What follows belongs to an exercise in optimizing a design on an open flow for small area, a short achievable clock period and few clock cycles; a production flow would make more cautious choices.
Where RTL was checked, it was by simulation tests only, not by an equivalence proof against the original.
Power is estimated from default activity; no workload was simulated. No driver is modelled on the clock port, so clocking that relies on it looks cheaper here than on a real chip.

Design Tresholding, start of the top module:
module Tresholding(Go, P_Addr, P_Data, B_Addr, I_RW, I_En, O_RW, O_En, Done, T_Out, Clk, Rst);
Size: about 1,900 cells after synthesis, ~700 flip-flops, about 58 I/O pins, ~22,000 um2 of cells after synthesis.
clock: 8.0 ns
lec_check: 0
cap_margin: 20
core_margin: 2
core_utilization: 40
cts_buf_list: sky130_fd_sc_hd__clkbuf_8
gpl_routability_driven: 0
setup_slack_margin: 5
slew_margin: 20
standard.sh (not shown) runs the stock make flow with config.mk's settings and CLKGATE_MAP_FILE= SYNTH_SCRIPT=/design/flow/synth_recipe.tcl, a recipe that flattens the netlist after the stock synthesis.
==> flow/flow/run.sh <==
#!/bin/bash
# The standard layout, with ORFS's timing repair aiming at a larger setup
# margin and a clock tree without dummy loads.
bash standard.sh SETUP_SLACK_MARGIN=5.3 "CTS_ARGS=-sink_clustering_enable -repair_clock_nets -dont_use_dummy_load -buf_list sky130_fd_sc_hd__clkbuf_8 -sink_clustering_size 16 -sink_clustering_max_diameter 80 -root_buf sky130_fd_sc_hd__clkbuf_16" finish > standard.log 2>&1
Testbench counts at the start, summed over its fixed seeds: cycles 322,665.
Then changed:
GPL_ROUTABILITY_DRIVEN = not set   (was 0)
The new run completed without violations. Worst setup slack stays the same. Area after synthesis is unchanged. Final cell count does not change.
Then changed:
GPL_TIMING_DRIVEN = 0   (was not set)
The changed run completed with no timing, DRC or antenna violations. Flip-flop and latch count does not change. Fmax is lower by 3.3%. Global-route usage is about the same. Total power rises by 1.6%. Sequential power stays flat.

---

Another version of the RTL of Tresholding (not shown whole).
Size in the first run: ~1900 cells after synthesis.
export LEC_CHECK = 0
export CAP_MARGIN = 20
export CORE_MARGIN = 2
export CORE_UTILIZATION = 60
export CTS_BUF_LIST = sky130_fd_sc_hd__clkbuf_8
export SETUP_SLACK_MARGIN = 5
export SLEW_MARGIN = 20
create_clock -name core_clock -period 8.0 [get_ports {Clk}]
==> flow/flow/run.sh <==
#!/bin/bash
# The standard layout, with ORFS's timing repair aiming at a larger setup
# margin and a clock tree without dummy loads.
bash standard.sh SETUP_SLACK_MARGIN=5.4 "CTS_ARGS=-sink_clustering_enable -repair_clock_nets -dont_use_dummy_load -buf_list sky130_fd_sc_hd__clkbuf_8 -sink_clustering_size 16 -sink_clustering_max_diameter 80" finish > standard.log 2>&1
Testbench counts at the start, summed over its fixed seeds: cycles 345,693.
Next try:
==> flow/flow/run.sh (replaced) <==
#!/bin/bash
# The standard layout, with ORFS's timing repair aiming at a larger setup
# margin and a clock tree without dummy loads.
bash standard.sh SETUP_SLACK_MARGIN=5.4 "CTS_ARGS=-sink_clustering_enable -repair_clock_nets -dont_use_dummy_load -buf_list sky130_fd_sc_hd__clkbuf_8 -sink_clustering_size 16 -sink_clustering_max_diameter 80 -root_buf sky130_fd_sc_hd__clkbuf_16" finish > standard.log 2>&1
- CORE_UTILIZATION: 60 -> 40
Effect: The changed run finished clean. Global-route usage decreases by 6.4 points. First-iteration DRC count came out lower by a quarter to a third. Count of clock-buffer cells in the layout rose by 1. Register-to-register slack degrades by 0.03 ns. Setup slack improved by 0.050 ns. Routed wire length is higher by a few percent. Synthesized area is unchanged. Design area went up slightly. Final cell count grows by a little under a tenth. Synthesized cell count does not change.
Next try:
==> flow/flow/run.sh (replaced) <==
#!/bin/bash
# The standard layout, with ORFS's timing repair aiming at a larger setup
# margin and a clock tree without dummy loads.
bash standard.sh SETUP_SLACK_MARGIN=5.4 "CTS_ARGS=-sink_clustering_enable -repair_clock_nets -dont_use_dummy_load -root_buf sky130_fd_sc_hd__clkbuf_16 -buf_list {sky130_fd_sc_hd__clkbuf_8 sky130_fd_sc_hd__clkbuf_16} -sink_clustering_size 16 -sink_clustering_max_diameter 80" finish > standard.log 2>&1
Result:
- The changed run completed without violations
- global-route usage barely changes
- final area went up by 1.9%
- wire length is about the same
- clock skew went up by 0.021 ns
- power went up by 7.9%
Next try:
==> flow/flow/run.sh (replaced) <==
#!/bin/bash
# The standard layout, with ORFS's timing repair aiming at a larger setup
# margin and a clock tree without dummy loads.
bash standard.sh SETUP_SLACK_MARGIN=5.4 "CTS_ARGS=-sink_clustering_enable -repair_clock_nets -dont_use_dummy_load -root_buf sky130_fd_sc_hd__clkbuf_16 -buf_list sky130_fd_sc_hd__clkbuf_16 -sink_clustering_size 24 -sink_clustering_max_diameter 80" finish > standard.log 2>&1
Result:
- The new run went through all stages and came out clean
- total power decreases by about 3.4%
- fmax decreases by 0.31%
- core utilization decreases by 0.45 points
- critical path depth is unchanged
- cell count is about the same
- clock power decreases by 12%

---

## pepper
Another version of the RTL of Tresholding (not shown whole).
For scale: about 58 I/O pins.
export LEC_CHECK = 0
export CAP_MARGIN = 20
export CORE_MARGIN = 2
export CORE_UTILIZATION = 40
export CTS_BUF_LIST = sky130_fd_sc_hd__clkbuf_8
export SETUP_SLACK_MARGIN = 5
export SLEW_MARGIN = 20
create_clock -name core_clock -period 8.0 [get_ports {Clk}]
run.sh (not shown) runs the stock make flow with config.mk's settings and CLKGATE_MAP_FILE= SYNTH_SCRIPT=/design/flow/synth_recipe.tcl, a recipe that flattens the netlist after the stock synthesis.
Stock flow here: none of the scripts above is used.
Inputs modified between pepper and amber:
# pepper
export LEC_CHECK = 0
export CAP_MARGIN = 20
export CORE_MARGIN = 2
export CORE_UTILIZATION = 40
export CTS_BUF_LIST = sky130_fd_sc_hd__clkbuf_8
export SETUP_SLACK_MARGIN = 5
export SLEW_MARGIN = 20
create_clock -name core_clock -period 8.0 [get_ports {Clk}]
# amber
export LEC_CHECK = 0
export CAP_MARGIN = 20
export CORE_MARGIN = 2
export CORE_UTILIZATION = 40
export CTS_BUF_LIST = sky130_fd_sc_hd__clkbuf_16
export SETUP_SLACK_MARGIN = 5
export SLEW_MARGIN = 20
create_clock -name core_clock -period 8.0 [get_ports {Clk}]
==> flow/flow/run.sh (new file) <==
#!/bin/bash
# The standard layout, with ORFS's timing repair aiming at a larger setup margin.
bash standard.sh SETUP_SLACK_MARGIN=5.6 finish > standard.log 2>&1
==> flow/standard.sh (new file) <==
#!/bin/bash
# synth_recipe.tcl (not shown) runs the flow's synth.tcl, then flattens the netlist and writes it again
# the make line also repeats each setting of config.mk as NAME=value (left out here)
make -C /OpenROAD-flow-scripts/flow DESIGN_CONFIG=/design/flow/config.mk WORK_HOME=/design/flow/orfs CLKGATE_MAP_FILE= SYNTH_SCRIPT=/design/flow/synth_recipe.tcl "${@:-finish}"
removed: flow/run.sh
## What came out
From pepper to amber the numbers moved as follows: worst setup slack for register-to-register paths went up; number of vias per cell after detailed routing increased by 0.91% relative to the old numbers; total of cells resized after clock tree synthesis rose about 180%; worst setup slack after layout went up 0.14 ns; total cell area at the placement stage did not really move.
Function was not checked in any run of this note: the RTL went through the layout flow alone.

---

Tresholding, a different RTL version from the one above (not shown whole).
Size: ~1900 cells after synthesis, ~22000 µm² of cells after synthesis.
clock: 8.0 ns
lec_check: 0
cap_margin: 10
core_margin: 2
core_utilization: 40
cts_buf_list: sky130_fd_sc_hd__clkbuf_8
setup_slack_margin: 5
slew_margin: 10
standard.sh (not shown) runs the stock make flow with config.mk's settings and CLKGATE_MAP_FILE= SYNTH_SCRIPT=/design/flow/synth_recipe.tcl, a recipe that flattens the netlist after the stock synthesis.
==> flow/flow/run.sh <==
#!/bin/bash
# The standard layout, with ORFS's timing repair aiming at a larger setup
# margin and a clock tree without dummy loads.
bash standard.sh SETUP_SLACK_MARGIN=5.3 "CTS_ARGS=-sink_clustering_enable -repair_clock_nets -dont_use_dummy_load -buf_list sky130_fd_sc_hd__clkbuf_8 -sink_clustering_size 16 -sink_clustering_max_diameter 80 -root_buf sky130_fd_sc_hd__clkbuf_16" finish > standard.log 2>&1
The starting point passed the timing, design-rule and antenna checks.
Testbench counts at the start, summed over its fixed seeds: cycles 322,665.
Change:
==> flow/flow/run.sh (replaced) <==
#!/bin/bash
# The standard layout, with ORFS's timing repair aiming at a larger setup
# margin and a clock tree without dummy loads.
bash standard.sh SETUP_SLACK_MARGIN=5.4 "CTS_ARGS=-sink_clustering_enable -repair_clock_nets -dont_use_dummy_load -buf_list sky130_fd_sc_hd__clkbuf_8 -sink_clustering_size 16 -sink_clustering_max_diameter 80 -root_buf sky130_fd_sc_hd__clkbuf_16" finish > standard.log 2>&1
CAP_MARGIN = 20   (was 10)
PLACE_DENSITY = 0.8   (was not set)
SLEW_MARGIN = 20   (was 10)
Effect: Final cell count climbs by 0.51%. Die area is unchanged. Sequential cell count does not change. Design area climbs by 1.4%. Clock skew climbs by 14 ps. Wire length climbs by 6.7%. Power climbs by 1.9%. Sequential power stays flat. Fmax stays flat. Global-route usage climbs by 0.42 points. Hold slack loses 20 ps.

---

build 85:
The RTL this note starts from:
==> flow/design.v <==
`timescale 1 ns/1 ns
module Tresholding(Go, P_Addr, P_Data, B_Addr, I_RW, I_En, O_RW, O_En, Done, T_Out, Clk, Rst);
	input Go;
	input [7:0] P_Data;
	output reg [16:0] P_Addr, B_Addr;
	output [7:0] T_Out;
	output I_RW, O_RW;
	output reg I_En, O_En, Done;
	input Clk, Rst;
	localparam K  = 8;           
	localparam L  = K + 4;       
	localparam NS = 320 / K;     
	localparam RW = 4;             
	assign I_RW = 1'b0;
	assign O_RW = 1'b1;
	reg         busy;            
	reg         run;             
	reg [RW-1:0] r;              
	reg [7:0]   cc;              
	reg [5:0]   s;               
	wire start   = Go & (~busy | Done);
	wire r_last  = (r == L-1);
	wire s_last  = (s == NS-1);
	wire c_end   = s_last ? (cc == 8'd241) : (cc == 8'd239);
	wire f_last  = r_last & s_last & (cc == 8'd241);
	wire rd_ok   = run & (cc < 8'd240) & ~((s == 0) & (r < 2)) & ~(s_last & (r >= L-2));
	wire ov      = run & (r >= 4) & ((cc >= 8'd2) | (s != 0));
	wire [1:0] otype = ~ov ? 2'd0 : ~r_last ? 2'd1 :
	                   ((cc == 8'd1) | (cc == 8'd241)) ? 2'd3 : 2'd2;
	always @(posedge Clk) begin
		if (Rst) begin
			busy <= 1'b0;
			run  <= 1'b0;
		end else begin
			if (start) begin
				busy <= 1'b1;
				run  <= 1'b1;
			end else begin
				if (Done) busy <= 1'b0;
				if (f_last) run <= 1'b0;
			end
		end
	end
	always @(posedge Clk) begin
		if (start) begin
			r  <= 0;
			cc <= 0;
			s  <= 0;
		end else if (run) begin
			if (r_last) begin
				r <= 0;
				if (c_end) begin
					cc <= 0;
					s  <= s + 1'b1;
				end else
					cc <= cc + 1'b1;
			end else
				r <= r + 1'b1;
		end
	end
	reg p_r0, p_c0;                  
	always @(posedge Clk) begin
		if (start) begin
			p_r0 <= 1'b1;
			p_c0 <= 1'b1;
		end else if (run) begin
			p_r0 <= r_last;
			p_c0 <= r_last & c_end;
		end
	end
	always @(posedge Clk) begin
		if (start)
			P_Addr <= 17'd479;
		else if (~p_r0)
			P_Addr <= P_Addr + 17'd240;
		else if (~p_c0)
			P_Addr <= P_Addr - (17'd240*(L-1) - 17'd1);
		else
			P_Addr <= P_Addr - 17'd959;
	end
	reg       rv, rvd;
	reg [3:0] m1, m2, m3;            
	reg [1:0] ot1, ot2, ot3, ot4, ot5, ot6, ot7;
	always @(posedge Clk) begin
		if (Rst) begin
			I_En <= 1'b0;
			rv   <= 1'b0;
			rvd  <= 1'b0;
			ot1 <= 0; ot2 <= 0; ot3 <= 0; ot4 <= 0; ot5 <= 0; ot6 <= 0;
			O_En <= 1'b0;
			Done <= 1'b0;
		end else begin
			I_En <= rd_ok;
			rv   <= I_En;
			rvd  <= rv;
			ot1  <= otype;
			ot2  <= ot1;
			ot3  <= ot2;
			ot4  <= ot3;
			ot5  <= ot4;
			ot6  <= ot5;
			O_En <= (ot6 != 2'd0);
			Done <= (ot6 == 2'd3) & ~run;
		end
	end
	always @(posedge Clk) begin
		m1 <= {(cc == 8'd0) | (cc == 8'd1), (cc == 8'd1), (cc == 8'd2), (cc == 8'd2) | (cc == 8'd3)};
		m2 <= m1;
		m3 <= m2;
		ot7 <= ot6;
	end
	always @(posedge Clk) begin
		if (start)
			B_Addr <= 17'd0;
		else if (O_En) begin
			if (ot7 == 2'd1)
				B_Addr <= B_Addr + 17'd240;
			else if (ot7 == 2'd2)
				B_Addr <= B_Addr - (17'd240*(K-1) - 17'd1);
			else
				B_Addr <= B_Addr + 17'd1;
		end
	end
	localparam N = 4*L;
	reg [7:0] sr [0:N-1];
	reg [7:0] pd;                    
	wire [7:0] din = rvd ? pd : 8'd0;
	integer i;
	always @(posedge Clk) begin
		pd    <= P_Data;
		sr[0] <= din;
		for (i = 1; i < N; i = i + 1)
			sr[i] <= sr[i-1];
	end
	wire [7:0] x4 = m3[3] ? 8'd0 : din;
	wire [7:0] x3 = m3[2] ? 8'd0 : sr[L-1];
	wire [7:0] x2 = sr[2*L-1];
	wire [7:0] x1 = m3[1] ? 8'd0 : sr[3*L-1];
	wire [7:0] x0 = m3[0] ? 8'd0 : sr[4*L-1];
	reg [8:0]  a04, a13;
	reg [10:0] c7;
	always @(posedge Clk) begin
		a04 <= x0 + x4;
		a13 <= x1 + x3;
		c7  <= {x2, 3'b000} - x2;
	end
	wire [7:0] c2 = sr[2*L];         
	reg [12:0] G;
	reg [16:0] X3;
	always @(posedge Clk) begin
		G   <= a04 + {a13, 2'b00} + c7;
		X3  <= {~c2, 8'd0} + {~c2, 3'd0} - {a13, 1'b0} - 17'd2040;
	end
	wire [7:0] c3 = sr[2*L+1];       
	reg [12:0] H0;
	reg [14:0] H1;
	reg [16:0] H3;
	always @(posedge Clk) begin
		H0 <= G;
		H1 <= {G, 2'b00} - {c3, 1'b0};
		H3 <= {G, 3'b000} - G + X3;
	end
	reg [12:0] Q1;
	reg [14:0] Q2;
	reg [16:0] Q3, Q4;
	wire [17:0] acc = Q4 + H0;
	reg  t;
	always @(posedge Clk) begin
		Q1 <= H0;
		Q2 <= Q1 + H1;
		Q3 <= Q2 + H3;
		Q4 <= Q3 + H1;
		t  <= acc[17] | acc[16];
	end
	assign T_Out = {8{t}};
endmodule
Settings: LEC_CHECK=0, CAP_MARGIN=20, CORE_MARGIN=2, CORE_UTILIZATION=40, CTS_BUF_LIST=sky130_fd_sc_hd__clkbuf_8, SETUP_SLACK_MARGIN=5, SLEW_MARGIN=20; clock period 8.0 ns.
==> flow/flow/run.sh <==
#!/bin/bash
# The standard layout, with ORFS's timing repair aiming at a larger setup
# margin and a clock tree without dummy loads.
bash standard.sh SETUP_SLACK_MARGIN=5.4 "CTS_ARGS=-sink_clustering_enable -repair_clock_nets -dont_use_dummy_load -root_buf sky130_fd_sc_hd__clkbuf_16 -buf_list sky130_fd_sc_hd__clkbuf_16 -sink_clustering_size 36 -sink_clustering_max_diameter 100" finish > standard.log 2>&1
Testbench counts of build 85, summed over its fixed seeds: cycles 345,693.
Changes in build 98 relative to build 85:
==> flow/flow/run.sh <==
#!/bin/bash
# The standard layout, with ORFS's timing repair aiming at a larger setup
# margin and a clock tree without dummy loads.
bash standard.sh SETUP_SLACK_MARGIN=5.4 "CTS_ARGS=-sink_clustering_enable -repair_clock_nets -dont_use_dummy_load -buf_list sky130_fd_sc_hd__clkbuf_8 -sink_clustering_size 16 -sink_clustering_max_diameter 80" finish > standard.log 2>&1
### Flow results
- Compared with build 85, build 98 shows clock-buffer cell count higher by about 100%.
- In terms of via density per instance, build 85 and build 98 differ only marginally.
- Setup slack: build 98 less than build 85
- Build 98 and build 85 all finish clean.
- In the flow results for build 98 and build 85, the global router's overall resource usage is smaller on build 85.
- From build 85 to build 98, cell area after synthesis did not move at all.
- Re fmax: build 98 is about 0.7% down on build 85.
- Utilization after layout delta for build 98 relative to build 85: 0.16 points higher
- Build 98 ends up with higher power share of the clock group than build 85 does.
- Build 85 and build 98 ended up with roughly the same combinational group share of total power.
- Looking at build 98 and build 85, the clock-net power is a wash.
#### Input delta (build 82 over build 98)
- setting ABC_AREA to 1 for the first time
## What came out
Build 82 finished every step from synthesis to the final layout, and the layout passed the timing, design-rule and antenna checks. In build 82, sequential cell area share is lower than in build 98. NOTE: count of non-CTS buffers in the layout in build 82 falls short of that of build 98. Looking at final weighted congestion in routability-driven placement, build 82 sits 0.083 higher than build 98 does. For maximum single-stage delay on the critical path, build 98 and build 82 come out practically identical. The fraction of area in clock buffers and inverters was comparable across build 98 and build 82. Going from build 98 to build 82, final routed wirelength across all metal layers has increased, largest net degree at the start of global routing went down 2.6%. Compared with build 98, build 82 shows a higher global-route usage over all layers. [diff] final-layout worst hold slack, build 82 relative to build 98: regression.
Modified inputs, build 73 compared to build 82
- ABC_AREA no longer set, was 1
==> flow/flow/run.sh <==
#!/bin/bash
# The standard layout, with ORFS's timing repair aiming at a larger setup
# margin and a clock tree without dummy loads.
bash standard.sh SETUP_SLACK_MARGIN=5.6 "CTS_ARGS=-sink_clustering_enable -repair_clock_nets -dont_use_dummy_load -buf_list sky130_fd_sc_hd__clkbuf_8 -sink_clustering_size 16 -sink_clustering_max_diameter 80 -root_buf sky130_fd_sc_hd__clkbuf_16" finish > standard.log 2>&1
[summary]
Largest net degree at the start of global routing delta for build 73 relative to build 82: about 37% lower
Sort build 73 and build 82 by slew at the pin with the worst max-slew slack desc -> top: build 73
Largest family of logic cells by synthesized area: simple AND/OR/NAND/NOR gates -> build 82, adder cells -> build 73
Measured against each other, build 73 and build 82 differ in synthesized cell area, the lower figure coming from build 73.
Worst endpoint data arrival time: higher on build 82
Build 73: fraction of synthesized cell area in xor and xnor cells is 0.97 points higher than what build 82 reported.
Comparing build 73 and build 82, the lower setup slack was measured on build 82.
Amount of wire on met2 after detailed routing of build 73 falls short of that of build 82 by a little under 10%.
Build 82 -> build 73: number of non-filler instances in the completed layout decreased by more than 10%

## static timing again, ports no longer ideal
No port has a modelled driver above. Below, the same layouts with a new extraction and two added sets of constraints.
Step 1 assumes that a clkbuf_16 drives the clock port and a buf_2 every other input.
Step 2 adds t to the input delays and takes it off the output delays; t is the mean of the earliest and latest rising clock arrival at the registers after step 1. Input paths then give back, and output paths get back, about the clock's delay inside the block.
Slacks: no drivers / after step 1 / after step 2; pairs: no drivers / after step 1.
| run | t (ns) | setup WS [ns] | worst register clock-pin slew, ns | worst slew at a driven data input, ns |
|---|---|---|---|---|
| the first run of note 1 | 0.585 | 5.339 / 5.284 / 4.834 | 0.11 / 0.11 | 0.03 |
| the second run of note 1 | 0.585 | 5.339 / 5.284 / 4.834 | 0.11 / 0.11 | 0.03 |
| the third run of note 1 | 0.592 | 5.248 / 5.196 / 4.792 | 0.10 / 0.10 | 0.03 |
| the first run of note 2 | 0.651 | 5.268 / 5.219 / 4.868 | 0.11 / 0.11 | 0.03 |
| the second run of note 2 | 0.593 | 5.318 / 5.259 / 4.906 | 0.11 / 0.11 | 0.03 |
| the third run of note 2 | 0.623 | 5.325 / 5.267 / 4.880 | 0.08 / 0.08 | 0.03 |
| the fourth run of note 2 | 0.605 | 5.316 / 5.258 / 4.889 | 0.09 / 0.09 | 0.03 |
| pepper | 0.728 | 5.028 / 5.014 / 4.325 | 0.07 / 0.07 | 0.03 |
| amber | 0.647 | 5.169 / 5.157 / 4.549 | 0.06 / 0.06 | 0.04 |
| the first run of note 4 | 0.585 | 5.339 / 5.284 / 4.834 | 0.11 / 0.11 | 0.03 |
| the second run of note 4 | 0.592 | 5.341 / 5.288 / 4.923 | 0.11 / 0.11 | 0.05 |
| build 85 | 0.617 | 5.294 / 5.236 / 4.917 | 0.13 / 0.13 | 0.03 |
| build 98 | 0.671 | 5.275 / 5.222 / 4.827 | 0.11 / 0.11 | 0.03 |
| build 82 | 0.652 | 5.256 / 5.209 / 4.850 | 0.10 / 0.10 | 0.04 |
| build 73 | 0.586 | 5.335 / 5.279 / 5.182 | 0.11 / 0.11 | 0.03 |
After both steps every run listed still meets setup and hold. The setup slack of pepper, which loses most, moves by -0.014 ns with the drivers and by -0.703 ns with both steps.
